From an optimization exercise on the open Yosys and OpenROAD flow, aimed at a short achievable clock period and few clock cycles; shortcuts taken in it are not production practice. Function was checked by simulation only, so behaviour that the tests miss may differ from the original. Power and IR drop assume default switching activity.

### flow/config.mk
export PLATFORM = sky130hd
export DESIGN_NAME = micro68k
export DESIGN_NICKNAME = micro68k
export VERILOG_FILES = /design/flow/design.v
export SDC_FILE = /design/flow/constraint.sdc
export NUM_CORES = 4
export LEC_CHECK = 0
export CAP_MARGIN = 20
export CELL_PAD_IN_SITES_DETAIL_PLACEMENT = 1
export CORE_MARGIN = 2
export CORE_UTILIZATION = 35
export SLEW_MARGIN = 20
### flow/design.v
module micro68k
(
  input clk,
  input reset_n,
  output reg [15:0] mem_address,
  output reg [15:0] mem_write,
  output reg [1:0] mem_write_mask,
  output reg mem_write_enable,
  input [15:0] mem_read,
  output halted,
  output error
);
localparam S_FETCH  = 4'd0;
localparam S_DEC    = 4'd1;
localparam S_FD     = 4'd2;    
localparam S_RD     = 4'd3;    
localparam S_WR     = 4'd4;    
localparam S_CE0    = 4'd5;
localparam S_CE1    = 4'd6;
localparam S_EX     = 4'd7;    
localparam S_MOVE0  = 4'd8;
localparam S_SHIFT2 = 4'd9;
localparam S_BR1    = 4'd10;
localparam S_PUSH   = 4'd11;
localparam S_HALT   = 4'd12;
localparam S_ERR    = 4'd13;
localparam FD_ALU3 = 2'd0;
localparam FD_IMM1 = 2'd1;
localparam FD_CE1  = 2'd2;
localparam FD_BR1  = 2'd3;
localparam EA_ALU2  = 3'd0;
localparam EA_MOVE0 = 3'd1;
localparam EA_MOVE1 = 3'd2;
localparam EA_ALU3  = 3'd3;
localparam EA_FETCH = 3'd4;
localparam ALU_OR  = 0;
localparam ALU_AND = 1;
localparam ALU_SUB = 2;
localparam ALU_ADD = 3;
localparam ALU_BIT = 4;
localparam ALU_EOR = 5;
localparam ALU_CMP = 6;
localparam ALU_MOV = 7;
localparam ALU_JMP = 8;
localparam ALU_JSR = 9;
localparam ALU_LEA = 10;
localparam ALU_CLR = 11;
localparam ALU_NEG = 12;
localparam ALU_SR  = 13;
localparam FLAG_EXTEND   = 4;
localparam FLAG_NEGATIVE = 3;
localparam FLAG_ZERO     = 2;
localparam FLAG_OVERFLOW = 1;
localparam FLAG_CARRY    = 0;
reg [255:0] dregs, dregs_n;      
reg [255:0] aregs, aregs_n;      
reg [15:0] pc, pc_n;
reg [15:0] pc_current, pc_current_n;
reg [15:0] instruction, instruction_n;
reg [15:0] flags, flags_n;
reg [31:0] temp, temp_n;
reg [31:0] arg1, arg1_n;
reg [31:0] dest_value, dest_value_n;
reg [32:0] result, result_n;
reg [31:0] alu_mask, alu_mask_n;
reg [3:0] alu_op, alu_op_n;
reg [2:0] size, size_n;
reg direction, direction_n;
reg is_address, is_address_n;
reg is_immediate, is_immediate_n;
reg is_lea, is_lea_n;
reg do_branch, do_branch_n;
reg alu_reverse_sign, alu_reverse_sign_n;
reg [31:0] ea, ea_n;
reg [31:0] ea_wb, ea_wb_n;
reg [5:0] ea_code, ea_code_n;
reg [5:0] shift_count, shift_count_n;
reg [2:0] shift_type, shift_type_n;
reg mem_count, mem_count_n;
reg mem_last, mem_last_n;
reg [1:0] sa_fd, sa_fd_n;
reg [2:0] sa_ea, sa_ea_n;
reg [3:0] state, state_n;
wire [2:0] op_reg  = instruction[11:9];
wire [2:0] op_mode = instruction[8:6];
wire [1:0] shift_size = instruction[7:6];
function [31:0] rsel(input [255:0] f, input [2:0] i);
  rsel = f[i * 32 +: 32];
endfunction
task wr_d(input [2:0] i, input [2:0] sz, input [31:0] v);
  integer k;
  begin
    for (k = 0; k < 8; k = k + 1)
      if (i == k)
        case (sz)
          1: dregs_n[k * 32 +: 8]  = v[7:0];
          2: dregs_n[k * 32 +: 16] = v[15:0];
          4: dregs_n[k * 32 +: 32] = v;
        endcase
  end
endtask
task wr_a(input [2:0] i, input [2:0] sz, input [31:0] v);
  integer k;
  begin
    for (k = 0; k < 8; k = k + 1)
      if (i == k)
        case (sz)
          1: aregs_n[k * 32 +: 8]  = v[7:0];
          2: aregs_n[k * 32 +: 16] = v[15:0];
          4: aregs_n[k * 32 +: 32] = v;
        endcase
  end
endtask
task set_flags8_nocf(input [8:0] value);
  begin
    flags_n[FLAG_NEGATIVE] = value[7];
    flags_n[FLAG_ZERO]     = value[7:0] == 0;
    flags_n[FLAG_OVERFLOW] = 0;
    flags_n[FLAG_CARRY]    = 0;
  end
endtask
task set_flags16_nocf(input [16:0] value);
  begin
    flags_n[FLAG_NEGATIVE] = value[15];
    flags_n[FLAG_ZERO]     = value[15:0] == 0;
    flags_n[FLAG_OVERFLOW] = 0;
    flags_n[FLAG_CARRY]    = 0;
  end
endtask
task set_flags32_nocf(input [32:0] value);
  begin
    flags_n[FLAG_NEGATIVE] = value[31];
    flags_n[FLAG_ZERO]     = value[31:0] == 0;
    flags_n[FLAG_OVERFLOW] = 0;
    flags_n[FLAG_CARRY]    = 0;
  end
endtask
task set_flags8(input [8:0] value, input [7:0] old, input [31:0] src, input rev);
  begin
    flags_n[FLAG_NEGATIVE] = value[7];
    flags_n[FLAG_ZERO]     = value[7:0] == 0;
    flags_n[FLAG_OVERFLOW] = old[7] == (src[7] ^ rev) && value[7] != old[7];
    flags_n[FLAG_CARRY]    = value[8];
  end
endtask
task set_flags16(input [16:0] value, input [15:0] old, input [31:0] src, input rev);
  begin
    flags_n[FLAG_NEGATIVE] = value[15];
    flags_n[FLAG_ZERO]     = value[15:0] == 0;
    flags_n[FLAG_OVERFLOW] = old[15] == (src[15] ^ rev) && value[15] != old[15];
    flags_n[FLAG_CARRY]    = value[16];
  end
endtask
task set_flags32(input [32:0] value, input [31:0] old, input [31:0] src, input rev);
  begin
    flags_n[FLAG_NEGATIVE] = value[31];
    flags_n[FLAG_ZERO]     = value[31:0] == 0;
    flags_n[FLAG_OVERFLOW] = old[31] == (src[31] ^ rev) && value[31] != old[31];
    flags_n[FLAG_CARRY]    = value[32];
  end
endtask
task do_fetch(input [15:0] addr);
  begin
    mem_address    = addr;
    is_lea_n       = 0;
    is_address_n   = 0;
    is_immediate_n = 0;
    alu_mask_n     = 32'hffffffff;
    do_branch_n    = 0;
    direction_n    = 0;
    mem_count_n    = 0;
    pc_n           = addr + 2;
    pc_current_n   = addr + 2;
    instruction_n  = mem_read;
    state_n        = S_DEC;
  end
endtask
reg fd_done;
task fd_word;
  reg mc;
  begin
    mc = mem_count_n;
    mem_address = pc_n;
    mem_count_n = mc + 1;
    pc_n = pc_n + 2;
    if (mem_last_n == 1) begin
      if (mc == 0) temp_n[31:16] = mem_read;
      else         temp_n[15:0]  = mem_read;
    end else
      temp_n = {16'd0, mem_read};
    fd_done = (mc == mem_last_n);
    state_n = S_FD;
  end
endtask
reg rd_done;
task rd_word;
  reg mc;
  reg e0;
  begin
    mc = mem_count_n;
    e0 = ea_n[0];
    mem_address = {ea_n[15:1], 1'b0};
    mem_count_n = mc + 1;
    ea_n = ea_n + 2;
    if (mem_last_n == 1) begin
      if (mc == 0) temp_n[31:16] = mem_read;
      else         temp_n[15:0]  = mem_read;
    end else begin
      temp_n[31:16] = 0;
      if (size_n == 2)
        temp_n[15:0] = mem_read;
      else begin
        temp_n[15:8] = 0;
        temp_n[7:0] = e0 ? mem_read[15:8] : mem_read[7:0];
      end
    end
    rd_done = (mc == mem_last_n);
    state_n = S_RD;
  end
endtask
reg wr_done;
task wr_word;
  reg mc;
  begin
    mc = mem_count_n;
    mem_write_enable = 1;
    mem_address = {ea_wb_n[15:1], 1'b0};
    if (mem_last_n == 1) begin
      mem_write_mask = 2'b00;
      mem_write = (mc == 0) ? temp_n[31:16] : temp_n[15:0];
    end else if (size_n == 2) begin
      mem_write_mask = 2'b00;
      mem_write = temp_n[15:0];
    end else begin
      mem_write = {temp_n[7:0], temp_n[7:0]};
      mem_write_mask = ea_wb_n[0] ? 2'b10 : 2'b01;
    end
    ea_wb_n = ea_wb_n + 2;
    mem_count_n = mc + 1;
    wr_done = (mc == mem_last_n);
    state_n = wr_done ? S_FETCH : S_WR;
  end
endtask
task push_word;
  reg mc;
  reg [31:0] a;
  begin
    mc = mem_count_n;
    a = rsel(aregs, 7) - 2;
    mem_write_enable = 1;
    mem_address = a[15:0];
    mem_write_mask = 2'b00;
    mem_write = (mc == 0) ? temp_n[15:0] : temp_n[31:16];
    aregs_n[7 * 32 +: 32] = {16'd0, a[15:0]};
    mem_count_n = mc + 1;
    state_n = (mc == 1) ? S_FETCH : S_PUSH;
  end
endtask
localparam D_FETCH = 4'd0, D_HALT = 4'd1, D_ERR = 4'd2, D_STUCK = 4'd3,
           D_POP = 4'd4, D_EXT = 4'd5, D_SWAP = 4'd6, D_SHIFT = 4'd7,
           D_BRANCH = 4'd8, D_IMM = 4'd9, D_QUICK = 4'd10, D_ALU0 = 4'd11;
reg [3:0] dpath;
task start_decode;
  begin
    dpath = D_STUCK;
    case (instruction[15:14])
      2'b00:
        case (instruction[13:12])
          2'b00:
            if (instruction[8] == 0) begin
              alu_op_n = instruction[11:9];
              dpath = D_IMM;
            end else begin
              alu_op_n = ALU_BIT;
              dpath = D_ALU0;
            end
          default:
            begin
              alu_op_n = ALU_MOV;
              dpath = D_ALU0;
            end
        endcase
      2'b01:
        case (instruction[13:12])
          2'b00:
            if (instruction[8] == 1) begin
              is_lea_n = 1;
              alu_op_n = ALU_LEA;
              dpath = D_ALU0;
            end else begin
              case (instruction[11:9])
                3'b000: begin alu_op_n = ALU_SR; dpath = D_ALU0; end
                3'b001:
                  begin
                    if (instruction[7:6] == 2'b11) alu_op_n = ALU_SR;
                    else alu_op_n = ALU_CLR;
                    dpath = D_ALU0;
                  end
                3'b010:
                  begin
                    if (instruction[7:6] == 2'b11) alu_op_n = ALU_SR;
                    else alu_op_n = ALU_NEG;
                    dpath = D_ALU0;
                  end
                3'b011: begin alu_op_n = ALU_SR; dpath = D_ALU0; end
                3'b100:
                  begin
                    arg1_n = rsel(dregs, instruction[2:0]);
                    if (instruction[7:6] == 2'b01) dpath = D_SWAP;
                    else dpath = D_EXT;
                  end
                3'b111:
                  case (instruction[7:6])
                    2'b01:
                      if (instruction[5:4] == 2'b00)
                        if (instruction[3:0] == 1) dpath = D_ERR;
                        else dpath = D_HALT;
                      else
                        case (instruction[3:0])
                          4'b0101: dpath = D_POP;
                          default: dpath = D_FETCH;
                        endcase
                    2'b10: begin is_lea_n = 1; alu_op_n = ALU_JSR; dpath = D_ALU0; end
                    2'b11: begin is_lea_n = 1; alu_op_n = ALU_JMP; dpath = D_ALU0; end
                    default: dpath = D_STUCK;
                  endcase
                default: dpath = D_STUCK;
              endcase
            end
          2'b01:
            begin
              if (instruction[8] == 0) alu_op_n = ALU_ADD;
              else alu_op_n = ALU_SUB;
              dpath = D_QUICK;
            end
          2'b10: dpath = D_BRANCH;
          2'b11:
            begin
              wr_d(op_reg, 4, {{24{instruction[7]}}, instruction[7:0]});
              dpath = D_FETCH;
            end
        endcase
      2'b10:
        case (instruction[13:12])
          2'b00: begin alu_op_n = ALU_OR;  dpath = D_ALU0; end
          2'b01: begin alu_op_n = ALU_SUB; dpath = D_ALU0; end
          2'b11:
            begin
              if (op_mode[2] == 1) alu_op_n = ALU_EOR;
              else alu_op_n = ALU_CMP;
              dpath = D_ALU0;
            end
          default: dpath = D_HALT;
        endcase
      2'b11:
        case (instruction[13:12])
          2'b00: begin alu_op_n = ALU_AND; dpath = D_ALU0; end
          2'b01: begin alu_op_n = ALU_ADD; dpath = D_ALU0; end
          2'b10: dpath = D_SHIFT;
          default: dpath = D_STUCK;
        endcase
    endcase
  end
endtask
task alu0;
  begin
    if (alu_op_n == ALU_MOV) begin
      direction_n = 0;
      mem_last_n = instruction[13:12] == 2'b10 ? 1 : 0;
      case (instruction[13:12])
        2'b01: size_n = 1;
        2'b11: size_n = 2;
        2'b10: size_n = 4;
      endcase
    end else if (alu_op_n == ALU_BIT) begin
      direction_n = 1;
      size_n = ea_code_n[5:3] == 0 ? 4 : 1;
      is_immediate_n = 1;
      mem_last_n = 0;
    end else if (alu_op_n == ALU_SR) begin
      direction_n = ~instruction[10];
      size_n = 2;
    end else if (op_mode[1:0] == 2'b11) begin
      direction_n = 0;
      mem_last_n = op_mode[2];
      is_address_n = 1;
      size_n = op_mode[2] == 0 ? 2 : 4;
    end else begin
      direction_n = op_mode[2];
      mem_last_n = op_mode[1];
      case (op_mode[1:0])
        0: size_n = 1;
        1: size_n = 2;
        2: size_n = 4;
      endcase
    end
    arg1_n = rsel(dregs, op_reg);
    ea_code_n = instruction[5:0];
    sa_ea_n = EA_ALU2;
  end
endtask
reg [1:0] a1_next;
task alu1;
  begin
    case (ea_code_n[5:3])
      3'b000: begin temp_n = rsel(dregs, ea_code_n[2:0]); a1_next = 0; end
      3'b001: begin temp_n = rsel(aregs, ea_code_n[2:0]); a1_next = 0; end
      3'b111:
        if (ea_code_n[2:0] == 3'b100) begin
          mem_count_n = 0;
          mem_last_n = size_n == 4 ? 1 : 0;
          sa_fd_n = FD_ALU3;
          a1_next = 1;
        end else begin
          sa_ea_n = EA_ALU2;
          a1_next = 2;
        end
      default:
        begin
          sa_ea_n = EA_ALU2;
          a1_next = 2;
        end
    endcase
    case (size_n)
      1: alu_mask_n = 32'h000000ff;
      2: alu_mask_n = 32'h0000ffff;
      4: alu_mask_n = 32'hffffffff;
    endcase
  end
endtask
task alu3;
  reg [31:0] t;
  begin
    t = temp_n;
    if (is_immediate_n) begin
      dest_value_n = t & alu_mask_n;
    end else if (direction_n == 0) begin
      if (alu_op_n != ALU_BIT) arg1_n = t;
      dest_value_n = rsel(dregs, op_reg) & alu_mask_n;
    end else begin
      dest_value_n = t & alu_mask_n;
      temp_n = rsel(dregs, op_reg);
    end
    if (alu_op_n == ALU_MOV) begin
      ea_code_n[2:0] = instruction[11:9];
      ea_code_n[5:3] = instruction[8:6];
      state_n = S_MOVE0;
    end else
      state_n = S_EX;
  end
endtask
task imm0;
  begin
    mem_count_n = 0;
    is_immediate_n = 1;
    direction_n = 1;
    if (alu_op_n == ALU_BIT) begin
      mem_last_n = 0;
      size_n = ea_code_n[5:3] == 0 ? 4 : 1;
    end else begin
      mem_last_n = instruction[7:6] == 2 ? 1 : 0;
      case (instruction[7:6])
        2'b00: size_n = 1;
        2'b01: size_n = 2;
        2'b10: size_n = 4;
      endcase
    end
    sa_fd_n = FD_IMM1;
  end
endtask
task quick0;
  begin
    is_immediate_n = 1;
    direction_n = 1;
    arg1_n = op_reg == 0 ? 8 : op_reg;
    ea_code_n = instruction[5:0];
    mem_count_n = 0;
    mem_last_n = instruction[7:6] == 2 ? 1 : 0;
    case (instruction[7:6])
      2'b00: size_n = 1;
      2'b01: size_n = 2;
      2'b10: size_n = 4;
    endcase
  end
endtask
task alu_ccr;
  begin
    case (alu_op_n)
      ALU_OR:  flags_n[4:0] = arg1_n[4:0] | flags_n[4:0];
      ALU_AND: flags_n[4:0] = arg1_n[4:0] & flags_n[4:0];
      ALU_ADD: flags_n[4:0] = arg1_n[4:0] + flags_n[4:0];
      ALU_EOR: flags_n[4:0] = arg1_n[4:0] ^ flags_n[4:0];
    endcase
  end
endtask
reg [1:0] ce0_next;
task ce0;
  reg [31:0] an;
  begin
    an = rsel(aregs, ea_code_n[2:0]);
    mem_count_n = 0;
    ce0_next = 0;
    case (ea_code_n[5:3])
      3'b010: ea_n = an;
      3'b011:
        begin
          ea_n = an;
          wr_a(ea_code_n[2:0], 4, an + size_n);
        end
      3'b100:
        begin
          ea_n = an - size_n;
          wr_a(ea_code_n[2:0], 4, an - size_n);
        end
      3'b101, 3'b110:
        begin
          mem_last_n = 0;
          sa_fd_n = FD_CE1;
          ce0_next = 1;
        end
      3'b111:
        begin
          mem_last_n = ea_code_n[2:0] == 3'b001 ? 1 : 0;
          sa_fd_n = FD_CE1;
          ce0_next = 1;
        end
      default: ce0_next = 2;
    endcase
  end
endtask
task ce1;
  reg [31:0] an;
  reg [31:0] xn;
  reg [31:0] xs;
  begin
    an = rsel(aregs, ea_code_n[2:0]);
    xn = temp_n[15] ? rsel(aregs, temp_n[14:12]) : rsel(dregs, temp_n[14:12]);
    if (temp_n[11] == 0)
      xs = {16'd0, xn[15:0]} << temp_n[10:9];
    else
      xs = xn << temp_n[10:9];
    case (ea_code_n[5:3])
      3'b101: ea_n = an + {16'd0, temp_n[15:0]};
      3'b110: ea_n = an + {24'd0, temp_n[7:0]} + xs;
      3'b111:
        begin
          mem_count_n = 0;
          case (ea_code_n[2:0])
            3'b000: ea_n = temp_n;
            3'b001: ea_n = temp_n;
            3'b010: ea_n = {16'd0, pc_current_n} + {16'd0, temp_n[15:0]};
            3'b011: ea_n = {16'd0, pc_current_n} + {24'd0, temp_n[7:0]} + xs;
          endcase
        end
    endcase
  end
endtask
reg [1:0] a2_next;
task alu2;
  reg [15:0] opc;
  begin
    opc = pc_n;
    mem_count_n = 0;
    mem_last_n = size_n == 4 ? 1 : 0;
    ea_wb_n = ea_n;
    a2_next = 0;
    if (is_lea_n == 1) begin
      if (alu_op_n == ALU_JMP || alu_op_n == ALU_JSR)
        pc_n = ea_n[15:0];
      else
        wr_a(op_reg, 4, ea_n);
      if (alu_op_n == ALU_JSR) begin
        temp_n = {16'd0, opc};
        a2_next = 2;
      end else
        a2_next = 1;
    end
    if (alu_op_n == ALU_MOV) begin
      ea_code_n[2:0] = instruction[11:9];
      ea_code_n[5:3] = instruction[8:6];
      sa_ea_n = EA_MOVE0;
    end else
      sa_ea_n = EA_ALU3;
  end
endtask
reg mv0_mem;
task move0;
  reg [31:0] t;
  begin
    t = temp_n;
    arg1_n = t;
    mv0_mem = 0;
    case (ea_code_n[5:3])
      3'b000:
        begin
          case (size_n)
            1:
              begin
                wr_d(ea_code_n[2:0], 1, t);
                flags_n[FLAG_NEGATIVE] = t[7];
                flags_n[FLAG_ZERO] = t[7:0] == 0;
              end
            2:
              begin
                wr_d(ea_code_n[2:0], 2, t);
                flags_n[FLAG_NEGATIVE] = t[15];
                flags_n[FLAG_ZERO] = t[15:0] == 0;
              end
            4:
              begin
                wr_d(ea_code_n[2:0], 4, t);
                flags_n[FLAG_NEGATIVE] = t[31];
                flags_n[FLAG_ZERO] = t[31:0] == 0;
              end
          endcase
          flags_n[FLAG_OVERFLOW] = 0;
          flags_n[FLAG_CARRY] = 0;
        end
      3'b001:
        case (size_n)
          2: wr_a(ea_code_n[2:0], 4, {{16{t[15]}}, t[15:0]});
          4: wr_a(ea_code_n[2:0], 4, t);
        endcase
      default:
        begin
          sa_ea_n = EA_MOVE1;
          mv0_mem = 1;
        end
    endcase
  end
endtask
task move1;
  begin
    ea_wb_n = ea_n;
    case (instruction[13:12])
      2'b01: begin set_flags8_nocf(arg1_n[8:0]); temp_n[7:0] = arg1_n[7:0]; end
      2'b11: begin set_flags16_nocf(arg1_n[16:0]); temp_n[15:0] = arg1_n[15:0]; end
      2'b10: begin set_flags32_nocf({1'b0, arg1_n}); temp_n[31:0] = arg1_n[31:0]; end
    endcase
    mem_count_n = 0;
    mem_last_n = size_n == 4 ? 1 : 0;
    sa_ea_n = EA_FETCH;
  end
endtask
reg ex_next;
task alu_execute;
  reg wb;
  reg [32:0] r;
  begin
    ex_next = 0;
    r = result;
    case (alu_op)
      ALU_OR:  r = dest_value | arg1;
      ALU_AND: r = dest_value & arg1;
      ALU_SUB: r = dest_value - arg1;
      ALU_CMP: r = dest_value - arg1;
      ALU_ADD: r = dest_value + arg1;
      ALU_EOR: r = dest_value ^ arg1;
      ALU_CLR: r = 0;
      ALU_NEG: r = 0 - arg1;
      ALU_SR:  r = flags;
      ALU_BIT: begin flags_n[FLAG_ZERO] = ~dest_value[arg1]; r = dest_value; end
    endcase
    alu_reverse_sign_n = alu_op == ALU_SUB || alu_op == ALU_CMP;
    wb = 1;
    if (alu_op == ALU_BIT) begin
      case (instruction[7:6])
        2'b01: r[arg1] = r[arg1] ^ 1;
        2'b10: r[arg1] = 0;
        2'b11: r[arg1] = 1;
      endcase
      if (instruction[7:6] == 0) wb = 0;
    end else if (alu_op == ALU_NEG) begin
      direction_n = 1;
    end else if (alu_op == ALU_SR && direction == 0) begin
      flags_n = temp;
      wb = 0;
    end
    result_n = r;
    if (wb) begin
      if (alu_op != ALU_BIT && alu_op != ALU_SR)
        case (size)
          1:
            begin
              set_flags8(r[8:0], dest_value[7:0], arg1, alu_reverse_sign_n);
              temp_n[7:0] = r[7:0];
            end
          2:
            begin
              set_flags16(r[16:0], dest_value[15:0], arg1, alu_reverse_sign_n);
              temp_n[15:0] = r[15:0];
            end
          4:
            begin
              set_flags32(r, dest_value, arg1, alu_reverse_sign_n);
              temp_n[31:0] = r[31:0];
            end
        endcase
      if (alu_op == ALU_CMP) begin
        ex_next = 0;
      end else if (is_address == 1) begin
        if (size == 2) wr_a(op_reg, 2, r[31:0]);
        else wr_a(op_reg, 4, r[31:0]);
      end else if (direction_n == 0) begin
        wr_d(op_reg, size, r[31:0]);
      end else begin
        case (ea_code[5:3])
          3'b000: wr_d(ea_code[2:0], size, r[31:0]);
          3'b001: wr_a(ea_code[2:0], size, r[31:0]);
          default:
            begin
              mem_count_n = 0;
              mem_last_n = size == 4 ? 1 : 0;
              temp_n = r[31:0];
              sa_ea_n = EA_FETCH;
              ex_next = 1;
            end
        endcase
      end
    end
  end
endtask
wire [31:0] sdata = rsel(dregs, instruction[2:0]);
task shift01;
  begin
    if (instruction[5] == 0)
      shift_count_n = instruction[11:9] == 0 ? 8 : instruction[11:9];
    else
      shift_count_n = rsel(dregs, instruction[11:9]);
    shift_type_n = { instruction[8], instruction[4:3] };
    case (shift_type_n)
      3'b000: result_n = $signed(sdata) >> shift_count_n;
      3'b001: result_n = sdata >> shift_count_n;
      3'b011:
        case (shift_size)
          2'b00: result_n = (sdata[7:0] >> shift_count_n) | (sdata[7:0] << (8 - shift_count_n));
          2'b01: result_n = (sdata[15:0] >> shift_count_n) | (sdata[15:0] << (16 - shift_count_n));
          2'b10: result_n = (sdata >> shift_count_n) | (sdata << (32 - shift_count_n));
        endcase
      3'b100: result_n = $signed(sdata) << shift_count_n;
      3'b101: result_n = sdata << shift_count_n;
      3'b111:
        case (shift_size)
          2'b00: result_n = (sdata[7:0] << shift_count_n) | (sdata[7:0] >> (8 - shift_count_n));
          2'b01: result_n = (sdata[15:0] << shift_count_n) | (sdata[15:0] >> (16 - shift_count_n));
          2'b10: result_n = (sdata << shift_count_n) | (sdata >> (32 - shift_count_n));
        endcase
    endcase
  end
endtask
task shift2;
  begin
    case (shift_size)
      2'b00:
        begin
          wr_d(instruction[2:0], 1, result[31:0]);
          flags_n[FLAG_ZERO] = result[7:0] == 0;
          flags_n[FLAG_NEGATIVE] = result[7];
          if (shift_type[2] == 0)
            flags_n[FLAG_CARRY] = sdata[shift_count - 1];
          else
            flags_n[FLAG_CARRY] = sdata[8 - shift_count];
        end
      2'b01:
        begin
          wr_d(instruction[2:0], 2, result[31:0]);
          flags_n[FLAG_ZERO] = result[15:0] == 0;
          flags_n[FLAG_NEGATIVE] = result[15];
          if (shift_type[2] == 0)
            flags_n[FLAG_CARRY] = sdata[shift_count - 1];
          else
            flags_n[FLAG_CARRY] = sdata[16 - shift_count];
        end
      2'b10:
        begin
          wr_d(instruction[2:0], 4, result[31:0]);
          flags_n[FLAG_ZERO] = result == 0;
          flags_n[FLAG_NEGATIVE] = result[31];
          if (shift_type[2] == 0)
            flags_n[FLAG_CARRY] = sdata[shift_count - 1];
          else
            flags_n[FLAG_CARRY] = sdata[32 - shift_count];
        end
    endcase
    flags_n[FLAG_OVERFLOW] = 0;
  end
endtask
reg br_fetch;
task branch0;
  begin
    br_fetch = 0;
    if (instruction[7:0] == 0) begin
      mem_count_n = 0;
      mem_last_n = 0;
      sa_fd_n = FD_BR1;
      br_fetch = 1;
    end else
      temp_n = { 16'd0, {8{instruction[7]}}, instruction[7:0] };
    case (instruction[11:9])
      3'b000: do_branch_n = 1;
      3'b001: if ((~flags[FLAG_CARRY] && ~flags[FLAG_ZERO]) ^ instruction[8]) do_branch_n = 1;
      3'b010: if (~flags[FLAG_CARRY] ^ instruction[8]) do_branch_n = 1;
      3'b011: if (~flags[FLAG_ZERO] ^ instruction[8]) do_branch_n = 1;
      3'b100: if (~flags[FLAG_OVERFLOW] ^ instruction[8]) do_branch_n = 1;
      3'b101: if (~flags[FLAG_NEGATIVE] ^ instruction[8]) do_branch_n = 1;
      3'b110:
        if (((flags[FLAG_NEGATIVE] &&  flags[FLAG_OVERFLOW]) ||
             (~flags[FLAG_NEGATIVE] && ~flags[FLAG_OVERFLOW])) ^ instruction[8])
          do_branch_n = 1;
      3'b111:
        if (((flags[FLAG_NEGATIVE] && flags[FLAG_OVERFLOW] && ~flags[FLAG_ZERO]) ||
             (~flags[FLAG_NEGATIVE] && ~flags[FLAG_OVERFLOW] && ~flags[FLAG_ZERO]))
             ^ instruction[8])
          do_branch_n = 1;
    endcase
    arg1_n = {16'd0, pc_n};
  end
endtask
reg br_push;
task branch1;
  reg [15:0] opc;
  begin
    opc = pc_n;
    if (do_branch_n)
      pc_n = arg1_n[15:0] + temp_n[15:0];
    temp_n = {16'd0, opc};
    br_push = 0;
    if (instruction[11:8] == 4'b0001) begin
      mem_count_n = 0;
      br_push = 1;
    end
  end
endtask
task ce0_chain;
  begin
    ce0;
    if (ce0_next == 2)
      state_n = S_ERR;
    else if (ce0_next == 1) begin
      fd_word;
      state_n = fd_done ? S_CE1 : S_FD;
    end else
      after_ea;
  end
endtask
task after_ea;
  begin
    if (sa_ea_n == EA_MOVE1) begin
      move1;
      wr_word;
    end else begin
      alu2;
      if (a2_next == 2) begin
        state_n = S_PUSH;
      end else if (a2_next == 1) begin
        do_fetch(pc_n);
      end else begin
        rd_word;
        if (rd_done) begin
          if (sa_ea_n == EA_ALU3) alu3;
          else state_n = S_MOVE0;
        end
      end
    end
  end
endtask
task alu1_chain;
  begin
    alu1;
    if (a1_next == 0) begin
      alu3;
      if (state_n == S_MOVE0) begin
        move0;
        if (mv0_mem) ce0_chain;
        else do_fetch(pc_n);
      end
    end else if (a1_next == 1) begin
      fd_word;
      if (fd_done) alu3;
    end else
      ce0_chain;
  end
endtask
always @* begin
  dregs_n = dregs;
  aregs_n = aregs;
  pc_n = pc;
  pc_current_n = pc_current;
  instruction_n = instruction;
  flags_n = flags;
  temp_n = temp;
  arg1_n = arg1;
  dest_value_n = dest_value;
  result_n = result;
  alu_mask_n = alu_mask;
  alu_op_n = alu_op;
  size_n = size;
  direction_n = direction;
  is_address_n = is_address;
  is_immediate_n = is_immediate;
  is_lea_n = is_lea;
  do_branch_n = do_branch;
  alu_reverse_sign_n = alu_reverse_sign;
  ea_n = ea;
  ea_wb_n = ea_wb;
  ea_code_n = ea_code;
  shift_count_n = shift_count;
  shift_type_n = shift_type;
  mem_count_n = mem_count;
  mem_last_n = mem_last;
  sa_fd_n = sa_fd;
  sa_ea_n = sa_ea;
  state_n = state;
  mem_address = pc;
  mem_write = 16'd0;
  mem_write_mask = 2'b00;
  mem_write_enable = 0;
  fd_done = 0;
  rd_done = 0;
  wr_done = 0;
  dpath = 0;
  a1_next = 0;
  ce0_next = 0;
  a2_next = 0;
  mv0_mem = 0;
  ex_next = 0;
  br_fetch = 0;
  br_push = 0;
  case (state)
    S_FETCH: do_fetch(pc);
    S_DEC:
      begin
        start_decode;
        case (dpath)
          D_FETCH: do_fetch(pc_n);
          D_HALT:  state_n = S_HALT;
          D_ERR:   state_n = S_ERR;
          D_STUCK: state_n = S_DEC;
          D_POP:
            begin : pop
              reg [31:0] a1;
              a1 = {16'd0, aregs[7 * 32 +: 16]} + 2;
              mem_address = a1[15:0];
              pc_n = mem_read;
              aregs_n[7 * 32 +: 32] = {16'd0, a1[15:0]} + 2;
              mem_count_n = 0;
              state_n = S_FETCH;
            end
          D_EXT:
            begin
              if (op_mode == 2) begin
                wr_d(instruction[2:0], 2, {16'd0, {8{arg1_n[7]}}, arg1_n[7:0]});
                flags_n[FLAG_NEGATIVE] = arg1_n[7];
                flags_n[FLAG_ZERO]     = arg1_n[7:0] == 0;
              end else begin
                wr_d(instruction[2:0], 4, {{16{arg1_n[15]}}, arg1_n[15:0]});
                flags_n[FLAG_NEGATIVE] = arg1_n[15];
                flags_n[FLAG_ZERO]     = arg1_n[15:0] == 0;
              end
              flags_n[FLAG_OVERFLOW] = 0;
              flags_n[FLAG_CARRY] = 0;
              do_fetch(pc_n);
            end
          D_SWAP:
            begin
              wr_d(instruction[2:0], 4, {arg1_n[15:0], arg1_n[31:16]});
              do_fetch(pc_n);
            end
          D_SHIFT:
            begin
              shift01;
              state_n = S_SHIFT2;
            end
          D_BRANCH:
            begin
              branch0;
              if (br_fetch) begin
                fd_word;
                state_n = S_BR1;
              end else begin
                branch1;
                if (br_push) push_word;
                else do_fetch(pc_n);
              end
            end
          D_IMM:
            begin
              imm0;
              fd_word;
              if (fd_done) begin
                arg1_n = temp_n;
                ea_code_n = instruction[5:0];
                if (instruction[5:0] == 6'b111100) begin
                  alu_ccr;
                  state_n = S_FETCH;
                end else begin
                  alu1;
                  if (a1_next == 0) alu3;
                  else if (a1_next == 1) state_n = S_FD;
                  else state_n = S_CE0;
                end
              end
            end
          D_QUICK:
            begin
              quick0;
              alu1_chain;
            end
          D_ALU0:
            begin
              alu0;
              alu1_chain;
            end
        endcase
      end
    S_FD:
      begin
        fd_word;
        if (fd_done)
          case (sa_fd)
            FD_ALU3: alu3;
            FD_IMM1:
              begin
                arg1_n = temp_n;
                ea_code_n = instruction[5:0];
                if (instruction[5:0] == 6'b111100) begin
                  alu_ccr;
                  state_n = S_FETCH;
                end else begin
                  alu1;
                  if (a1_next == 0) alu3;
                  else if (a1_next == 1) state_n = S_FD;
                  else state_n = S_CE0;
                end
              end
            FD_CE1: state_n = S_CE1;
            FD_BR1: state_n = S_BR1;
          endcase
      end
    S_RD:
      begin
        rd_word;
        if (rd_done) begin
          if (sa_ea == EA_ALU3) alu3;
          else state_n = S_MOVE0;
        end
      end
    S_WR: wr_word;
    S_CE0: ce0_chain;
    S_CE1:
      begin
        ce1;
        after_ea;
      end
    S_MOVE0:
      begin
        move0;
        if (mv0_mem) ce0_chain;
        else do_fetch(pc_n);
      end
    S_EX:
      begin
        alu_execute;
        if (ex_next) state_n = S_WR;
        else do_fetch(pc_n);
      end
    S_SHIFT2:
      begin
        shift2;
        do_fetch(pc_n);
      end
    S_BR1:
      begin
        branch1;
        if (br_push) push_word;
        else do_fetch(pc_n);
      end
    S_PUSH: push_word;
    default: ;
  endcase
end
always @(posedge clk) begin
  if (!reset_n) begin
    state <= S_FETCH;
    pc <= 16'h4000;
    pc_current <= 0;
    flags <= 0;
    instruction <= 0;
    arg1 <= 0;
    is_address <= 0;
    is_immediate <= 0;
    size <= 0;
    direction <= 0;
    alu_op <= 0;
    sa_fd <= 0;
    sa_ea <= 0;
    mem_count <= 0;
    mem_last <= 0;
    aregs[7 * 32 +: 32] <= 32'h00001000;
  end else begin
    state <= state_n;
    pc <= pc_n;
    pc_current <= pc_current_n;
    flags <= flags_n;
    instruction <= instruction_n;
    arg1 <= arg1_n;
    is_address <= is_address_n;
    is_immediate <= is_immediate_n;
    size <= size_n;
    direction <= direction_n;
    alu_op <= alu_op_n;
    sa_fd <= sa_fd_n;
    sa_ea <= sa_ea_n;
    mem_count <= mem_count_n;
    mem_last <= mem_last_n;
    dregs <= dregs_n;
    aregs <= aregs_n;
    temp <= temp_n;
    dest_value <= dest_value_n;
    result <= result_n;
    alu_mask <= alu_mask_n;
    is_lea <= is_lea_n;
    do_branch <= do_branch_n;
    alu_reverse_sign <= alu_reverse_sign_n;
    ea <= ea_n;
    ea_wb <= ea_wb_n;
    ea_code <= ea_code_n;
    shift_count <= shift_count_n;
    shift_type <= shift_type_n;
  end
end
assign halted = state == S_HALT;
assign error  = state == S_ERR;
endmodule
### flow/constraint.sdc
create_clock -name core_clock -period 12.0 [get_ports {clk}]
set_input_delay 2.4000 -clock core_clock [delete_from_list [all_inputs] [get_ports {clk}]]
set_output_delay 2.4000 -clock core_clock [all_outputs]
set_load 0.01 [all_outputs]
### flow/run.sh
#!/bin/bash
# synth_recipe.tcl (not shown) runs the flow's synth.tcl, then flattens the netlist and writes it again
# the make line also repeats each setting of config.mk as NAME=value (left out here)
make -C /OpenROAD-flow-scripts/flow DESIGN_CONFIG=/design/flow/config.mk WORK_HOME=/design/flow/orfs CLKGATE_MAP_FILE= SYNTH_SCRIPT=/design/flow/synth_recipe.tcl finish
==> run notes <==
Outcome - did not finish
Failing step - global routing
Halt Reason - [ERROR GRT-0116] Global routing finished with congestion. Check the congestion regions in the DRC Viewer.
CTS root buffer - clkbuf_16
Die Width - 737 um
Post-CTS Setup Inserts - 0
Starting density of the core - 35.1%
Global-route wire length before repair - 3,830,000 um
CTS buffer count - 147
Detailed Place HPWL - 1,960,000 um
Post-synthesis sequential area ratio - 12.3%
Clock Path Buffers - 4
Rows - 269
Clk sinks - 821
Avg Cell Area, Syn - 6.45 um2
Gr ovfl total - 26.0k
H-tree levels - 4
Overall routing resource usage - 100%
FF+latch count, synth - 821
Vias in the first global route - 360k
Syn_nets - 29.6k
I/O Buffers - 54
Netlist cell types - 130
Mapped cell area - 188,000 um2
Die H - 737 um
Async set or reset register ratio after synthesis - 0%
Top FF cell, synth - edfxtp_1
EDFF count, synth - 672
Placed insts - 35.8k
GPL Wtd Cong - 1.44
IO Pins - 55
Largest net degree at the start of global routing - 112
Syn Inst Count - 29.2k
Yosys warns - 1
per-stage QoR:
| stage | instance area, um2 | setup slack [ps] |
|---|---|---|
| after floorplan | 188000 | 660 |
| after global placement | 209000 | 634 |
| after detailed placement | 210000 | 742 |
| after CTS | 215000 | 58.4 |
cell families after synthesis:
family	share of synthesized area, %
buffers and inverters	7.19
xor gates and xnor gates	3.87
DFF	12.3
muxes	8.73
and+or+nand+nor	22.0
AOI/OAI and AO/OA	43.4
adders and majority gates	2.54
repair_timing:
action | in CTS
hold buffers | 0
pin swaps | 0
hold endpoints to repair | 0
endpoints found under the setup margin | 3
cloned | 0
gates resized for setup | 5
per-layer routing:
metal	track usage (%)	GRT overflow
met5	88.9	434
met4	100	5656
met3	95.8	3198
met2	109	13162
met1	97.7	3582
Yosys cell counts, types with 89 or more instances:
cell | n | share of area (%)
nand3_1 | 621 | 1.7
nand2_1 | 3885 | 7.8
nor2_1 | 3299 | 6.6
inv_1 | 330 | 0.66
ha_1 | 324 | 2.2
o2111ai_1 | 187 | 0.87
a21oi_1 | 3772 | 10
nand4_1 | 131 | 0.44
dfxtp_1 | 149 | 1.6
a221oi_1 | 608 | 2.8
and2_1 | 135 | 0.45
mux2_2 | 123 | 0.74
o31ai_1 | 89 | 0.36
a2111oi_0 | 159 | 0.74
nand2b_1 | 102 | 0.34
o21bai_1 | 91 | 0.36
or3_1 | 112 | 0.37
a221o_1 | 131 | 0.70
mux2i_1 | 571 | 3.0
a31oi_1 | 317 | 1.1
or2_2 | 97 | 0.32
o21ai_0 | 3170 | 8.4
and3_1 | 138 | 0.46
xnor2_1 | 553 | 2.6
nor4_1 | 174 | 0.58
o221ai_1 | 764 | 3.6
o211ai_1 | 541 | 2.2
a21o_1 | 207 | 0.83
mux4_2 | 410 | 4.9
a211oi_1 | 677 | 2.7
buf_1 | 358 | 0.71
nor3_1 | 646 | 1.7
o21ai_1 | 95 | 0.25
xor2_1 | 277 | 1.3
o22ai_1 | 713 | 2.4
edfxtp_1 | 672 | 11
o21a_1 | 90 | 0.36
a22oi_1 | 352 | 1.4
clkbuf_1 | 2704 | 5.4
worst min path at each step:
stage	from	to	depth (start not counted)
global placement	flags[7]	flags[7]	2
detailed placement	flags[7]	flags[7]	2
floorplan	instruction[8]	shift_type[2]	0
CTS	flags[7]	flags[7]	2
power by group through the flow:
stage / registers [mW] / clock network, mW / logic (mW)
2_1_floorplan: 6.19 / 0 / 59.4
3_3_place_gp: 7.99 / 0 / 131
3_5_place_dp: 8.03 / 0 / 132
4_1_cts: 7.99 / 4.87 / 133
Testbench counts, summed over its fixed seeds: cycles 139,570.
